Background: an optimization exercise with open tools, aiming at a short achievable clock period and few clock cycles. Do not read the settings as production practice. Where RTL was checked, it was by simulation tests only, not by an equivalence proof against the original. The clock input has no modelled driver; a real chip could not lean on it and would need a root buffer or a full tree. Power is estimated from default activity; no workload was simulated.

Design top, start of the top module:
module top (
    input logic clk,
    input logic reset,
    output logic [4:0] curr_inst_addr,
    input logic [15:0] curr_inst,
    output logic write_enable_dmem,
    output logic [3:0] write_addr_dmem,
    output logic [7:0] write_data_dmem,
    output logic halted
);
  logic [7:0] rf[16];
  logic [7:0] dm[16];
  logic [4:0] pc;
  logic halted_r;
  logic [31:0] bp_t;
  logic bp_cur;   
  logic d_v, d_st, d_add, d_br, d_halt, d_wr, d_imm, d_pred;
  logic [7:0] d_k8;
  logic [3:0] d_dst, d_sta;
  logic [15:0] d_rb;
  logic d_fwm;
  logic [4:0] d_pc1, d_tgt, d_pc;
  logic [15:0] d_ra_r, d_rb_r, d_st_r;
  logic d_ra_s, d_ra_l, d_ra_w;
  logic d_rb_s, d_rb_l, d_rb_w;
  logic d_st_s, d_st_l, d_st_w, d_st_k;
  logic ex_wr, ex_add, ex_br, ex_halt, ex_pred, ex_bpa;
  logic [3:0] ex_dst;
  logic [15:0] ex_we;   
  logic [7:0] ex_a, ex_b, ex_l;
  logic [4:0] ex_alt;   
  logic [4:0] ex_bpc;
  logic w_v;
  logic [15:0] w_we;
  logic [7:0] w_d;
  logic st_v;
  logic [3:0] st_a;
  logic [7:0] st_d;
  logic [15:0] st_we;   
  assign curr_inst_addr = pc;
  assign write_enable_dmem = st_v;
  assign write_addr_dmem = st_a;
  assign write_data_dmem = st_d;
  assign halted = halted_r;
  logic [7:0] sum, res;
  logic taken;
  add8 add (
      .a(ex_a),
      .b(ex_b),
      .s(sum)
  );
  mux2 #(8) res_mux (
      .d0(ex_l),
      .d1(sum),
      .s (ex_add),
      .y (res)
  );
  logic mispredict;
  brres cmp (
      .a(ex_a),
      .b(ex_b),
      .br(ex_br),
      .pred(ex_pred),
      .reset(reset),
      .taken(taken),
      .mispredict(mispredict)
  );
  logic [7:0] a_e, b_e, s_e, a_n, b_n, s_n, dmb;
  always_comb begin
    a_e = (ex_l & {8{d_ra_l}}) | (w_d & {8{d_ra_w}});
    b_e = (ex_l & {8{d_rb_l}}) | (w_d & {8{d_rb_w}});
    s_e = (ex_l & {8{d_st_l}}) | (w_d & {8{d_st_w}}) | (d_k8 & {8{d_st_k}});
    dmb = 8'd0;
    for (int j = 0; j < 16; j++) begin
  ...
Size: ~37 I/O pins, ~22000 µm² of cells after synthesis.
==> flow/config.mk <==
export PLATFORM = sky130hd
export DESIGN_NAME = top
export DESIGN_NICKNAME = top
export VERILOG_FILES = /design/flow/design.v
export SDC_FILE = /design/flow/constraint.sdc
export NUM_CORES = 8
export LEC_CHECK = 0
export CAP_MARGIN = 20
export CORE_MARGIN = 2
export CORE_UTILIZATION = 40
export SETUP_SLACK_MARGIN = 2.5
export SLEW_MARGIN = 20
export SYNTH_HIERARCHICAL = 1
export SYNTH_MINIMUM_KEEP_SIZE = 0
==> flow/constraint.sdc <==
create_clock -name core_clock -period 4.2 [get_ports {clk}]
set_input_delay 0.8400 -clock core_clock [delete_from_list [all_inputs] [get_ports {clk}]]
set_output_delay 0.8400 -clock core_clock [all_outputs]
set_load 0.01 [all_outputs]
standard.sh (not shown) runs the stock make flow with config.mk's settings and CLKGATE_MAP_FILE= SYNTH_SCRIPT=/design/flow/synth_recipe.tcl, a recipe that flattens the netlist after the stock synthesis.
==> flow/flow/run.sh <==
#!/bin/bash
# Own flow: the standard layout (standard.sh) with two changes:
#  - the clock tree is built by flow/pre_cts.tcl (a two-level balanced tree)
#    instead of TritonCTS;
#  - full- and half-adder cells are added to DONT_USE_CELLS (flow/dont_use.txt
#    is the platform's list plus those), so abc maps adders as plain gates.
# Every tool's output goes to the ORFS logs under orfs/logs and to standard.log.
set -euo pipefail
export PRE_CTS_TCL="$PWD/flow/pre_cts.tcl"
du="$(tr '\n' ' ' < flow/dont_use.txt)"
sed "s|\"\${@:-finish}\"|DONT_USE_CELLS=\"$du\" \"\${@:-finish}\"|" standard.sh > standard_nofa.sh
bash standard_nofa.sh ${FLOW_STANDARD_TARGETS:-} > standard.log 2>&1
Other scripts of this flow, unchanged in this note and not shown: flow/flow/dont_use.txt, flow/flow/mycts.tcl, flow/flow/pre_cts.tcl
Testbench counts at the start, summed over its fixed seeds: cycles 24,272.
Rerun with:
--- a/flow/config.mk
+++ b/flow/config.mk
@@ -10,3 +10,4 @@
 export CORE_UTILIZATION = 40
-export SETUP_SLACK_MARGIN = 2.5
+export PLACE_DENSITY = 0.75
+export SETUP_SLACK_MARGIN = 3.0
 export SLEW_MARGIN = 20
After rerunning: The changed run finished clean; setup slack loses 0.025 ns; final area rose by 21%; die area is unchanged.
In every run of this note, the design's own scripts or RTL, not TritonCTS, make the clock network.

Setup of v51:
Another version of the RTL of top (not shown whole).
Size: ~2700 cells after synthesis, roughly 37 I/O pins, about 24000 um^2 of cells after synthesis.
Design top, start of the top module:
module top (
    input logic clk,
    input logic reset,
    output logic [4:0] curr_inst_addr,
    input logic [15:0] curr_inst,
    output logic write_enable_dmem,
    output logic [3:0] write_addr_dmem,
    output logic [7:0] write_data_dmem,
    output logic halted
);
  logic [7:0] rf[16];
  logic [7:0] dm[16];
  logic [4:0] pc;
  logic halted_r;
  logic [31:0] bp_t;
  logic bp_cur;   
  logic d_v, d_st, d_add, d_br, d_halt, d_wr, d_imm, d_pred;
  logic [7:0] d_k8;
  logic [3:0] d_dst, d_sta;
  logic [15:0] d_rb;
  logic d_fwm;
  logic [4:0] d_pc1, d_tgt, d_pc;
  logic [15:0] d_ra_r, d_rb_r, d_st_r;
  logic d_ra_s, d_ra_l, d_ra_w;
  logic d_rb_s, d_rb_l, d_rb_w;
  logic d_st_s, d_st_l, d_st_w, d_st_k;
  logic ex_wr, ex_add, ex_br, ex_halt, ex_pred, ex_bpa;
  logic [3:0] ex_dst;
  logic [15:0] ex_we;   
  logic [7:0] ex_a, ex_b, ex_l;
  logic [4:0] ex_alt;   
  logic [31:0] ex_bpc;   
  logic bu_v, bu_t;
  logic [31:0] bu_a;
  logic w_v;
  logic [15:0] w_we;
  logic [7:0] w_d;
  logic st_v;
  logic [3:0] st_a;
  logic [7:0] st_d;
  logic [15:0] st_we;   
  assign curr_inst_addr = pc;
  assign write_enable_dmem = st_v;
  assign write_addr_dmem = st_a;
  assign write_data_dmem = st_d;
  assign halted = halted_r;
  logic [7:0] sum, res;
  logic taken;
  add8 add (
      .a(ex_a),
      .b(ex_b),
      .s(sum)
  );
  mux2 #(8) res_mux (
      .d0(ex_l),
      .d1(sum),
      .s (ex_add),
      .y (res)
  );
  logic mispredict;
  brres cmp (
      .a(ex_a),
      .b(ex_b),
      .br(ex_br),
      .pred(ex_pred),
      .reset(reset),
      .taken(taken),
      .mispredict(mispredict)
  );
  logic [7:0] a_e, b_e, s_e, a_n, b_n, s_n, dmb;
  always_comb begin
    a_e = (ex_l & {8{d_ra_l}}) | (w_d & {8{d_ra_w}});
    b_e = (ex_l & {8{d_rb_l}}) | (w_d & {8{d_rb_w}});
  ...
==> flow/config.mk <==
export PLATFORM = sky130hd
export DESIGN_NAME = top
export DESIGN_NICKNAME = top
export VERILOG_FILES = /design/flow/design.v
export SDC_FILE = /design/flow/constraint.sdc
export NUM_CORES = 8
export LEC_CHECK = 0
export CAP_MARGIN = 20
export CORE_MARGIN = 2
export CORE_UTILIZATION = 40
export SETUP_SLACK_MARGIN = 3.0
export SLEW_MARGIN = 20
export SYNTH_HIERARCHICAL = 1
export SYNTH_MINIMUM_KEEP_SIZE = 0
==> flow/constraint.sdc <==
create_clock -name core_clock -period 4.2 [get_ports {clk}]
set_input_delay 0.8400 -clock core_clock [delete_from_list [all_inputs] [get_ports {clk}]]
set_output_delay 0.8400 -clock core_clock [all_outputs]
set_load 0.01 [all_outputs]
==> flow/flow/run.sh <==
#!/bin/bash
# Own flow: the standard layout (standard.sh) with two changes:
#  - the clock tree is built by flow/pre_cts.tcl (a two-level balanced tree)
#    instead of TritonCTS, and flow/post_cts.tcl repairs setup once more;
#  - full- and half-adder cells are added to DONT_USE_CELLS (flow/dont_use.txt
#    is the platform's list plus those), so abc maps adders as plain gates.
# Every tool's output goes to the ORFS logs under orfs/logs and to standard.log.
set -euo pipefail
export PRE_CTS_TCL="$PWD/flow/pre_cts.tcl"
export POST_CTS_TCL="$PWD/flow/post_cts.tcl"
du="$(tr '\n' ' ' < flow/dont_use.txt)"
sed "s|\"\${@:-finish}\"|DONT_USE_CELLS=\"$du\" \"\${@:-finish}\"|" standard.sh > standard_nofa.sh
bash standard_nofa.sh ${FLOW_STANDARD_TARGETS:-} > standard.log 2>&1
==> flow/flow/post_cts.tcl <==
# POST_CTS_TCL hook: one more setup repair after ORFS's own, without the
# same-footprint restriction, then legalise the placement again.
estimate_parasitics -placement
repair_timing -setup -setup_margin $::env(SETUP_SLACK_MARGIN) -repair_tns 100 -verbose
detailed_placement
Other scripts of this flow, unchanged in this note and not shown: flow/flow/dont_use.txt, flow/flow/mycts.tcl, flow/flow/pre_cts.tcl
v51 reached the final stage; the timing, DRC and antenna checks on its layout passed.
diff inputs: v51 => v13
==> flow/flow/run.sh <==
#!/bin/bash
# Own flow: the standard layout (standard.sh) with two changes:
#  - the clock tree is built by flow/pre_cts.tcl (a two-level balanced tree)
#    instead of TritonCTS;
#  - the cells in flow/dont_use.txt (the platform's DONT_USE_CELLS list plus
#    full and half adders, slow 3- and 4-input OR/NOR and AOI/OAI cells,
#    4-input muxes and delay cells) are kept out of synthesis and sizing;
#  - MATCH_CELL_FOOTPRINT=0, so timing repair may resize a cell to one of
#    another width (placement is legalised after each repair).
# Every tool's output goes to the ORFS logs under orfs/logs and to standard.log.
set -euo pipefail
export PRE_CTS_TCL="$PWD/flow/pre_cts.tcl"
du="$(tr '\n' ' ' < flow/dont_use.txt)"
sed "s|\"\${@:-finish}\"|DONT_USE_CELLS=\"$du\" MATCH_CELL_FOOTPRINT=0 \"\${@:-finish}\"|" standard.sh > standard_nofa.sh
bash standard_nofa.sh ${FLOW_STANDARD_TARGETS:-} > standard.log 2>&1
removed: flow/flow/post_cts.tcl
[summary]
- Changes observed in v13 relative to v51: final design utilization grew by 2.0 points, fraction of power consumed by the clock network grew by 0.2 points, post-synthesis to final-layout area growth grew by 4.9 points.
### v13 -> v22
==> flow/flow/run.sh <==
#!/bin/bash
# Own flow: the standard layout (standard.sh) with two changes:
#  - the clock tree is built by flow/pre_cts.tcl (a two-level balanced tree)
#    instead of TritonCTS;
#  - full- and half-adder cells are added to DONT_USE_CELLS (flow/dont_use.txt
#    is the platform's list plus those), so abc maps adders as plain gates.
# Every tool's output goes to the ORFS logs under orfs/logs and to standard.log.
set -euo pipefail
export PRE_CTS_TCL="$PWD/flow/pre_cts.tcl"
du="$(tr '\n' ' ' < flow/dont_use.txt)"
sed "s|\"\${@:-finish}\"|DONT_USE_CELLS=\"$du\" \"\${@:-finish}\"|" standard.sh > standard_nofa.sh
bash standard_nofa.sh ${FLOW_STANDARD_TARGETS:-} > standard.log 2>&1
Results
- Comparing v22 and v13, the higher post-route worst setup slack was measured on v22.
- Worst hold slack across all endpoints ends up higher on v22.
- v13 → v22: sequential logic power -about 0.8%, sum of net half-perimeters after detailed placement held.
- Between v13 and v22, number of inserted filler cells in the final layout increased.
- As far as gate count of the mapped netlist goes, v22 and v13 are indistinguishable; the numbers are identical.
- v13 → v22: detailed-routing wirelength on met1 dropped 1.3%; met2 routed wirelength went down.
- For the worst-case headroom to the max-slew limit, v22 came in 6.8 points higher than v13 did.
No functional check of the RTL was part of any run of this note. No run of this note takes its clock network from TritonCTS; it comes from the design's own scripts or RTL.

## separate check: timing with driven ports
No port has a modelled driver above. Below, the same layouts with a new extraction and two added sets of constraints.
Step 1, drivers: a clkbuf_16 drives clk and a buf_2 each remaining input, both assumed.
Step 2 adds t to the input delays and takes it off the output delays; t is the mean of the earliest and latest rising clock arrival at the registers after step 1. Input paths then give back, and output paths get back, about the clock's delay inside the block.
Three values: ideal, step 1, step 2; two values: the first two.
| run | shift t [ns] | setup slack, ns | worst setup path at the end | worst slew at a driven data input, ns |
|---|---|---|---|---|
| the first run of note 1 | 0.482 | 2.305 / 2.241 / 2.004 | input to register | 0.16 |
| the second run of note 1 | 0.506 | 2.280 / 2.188 / 1.948 | input to register | 0.16 |
| v51 | 0.500 | 2.312 / 2.243 / 2.009 | input to register | 0.20 |
| v13 | 0.494 | 2.257 / 2.222 / 1.843 | input to register | 0.43 |
| v22 | 0.503 | 2.320 / 2.190 / 1.988 | input to register | 0.19 |
After both steps setup and hold are still met in every run listed. The setup slack of v13, which loses most, moves by -0.035 ns with the drivers and by -0.414 ns with both steps.
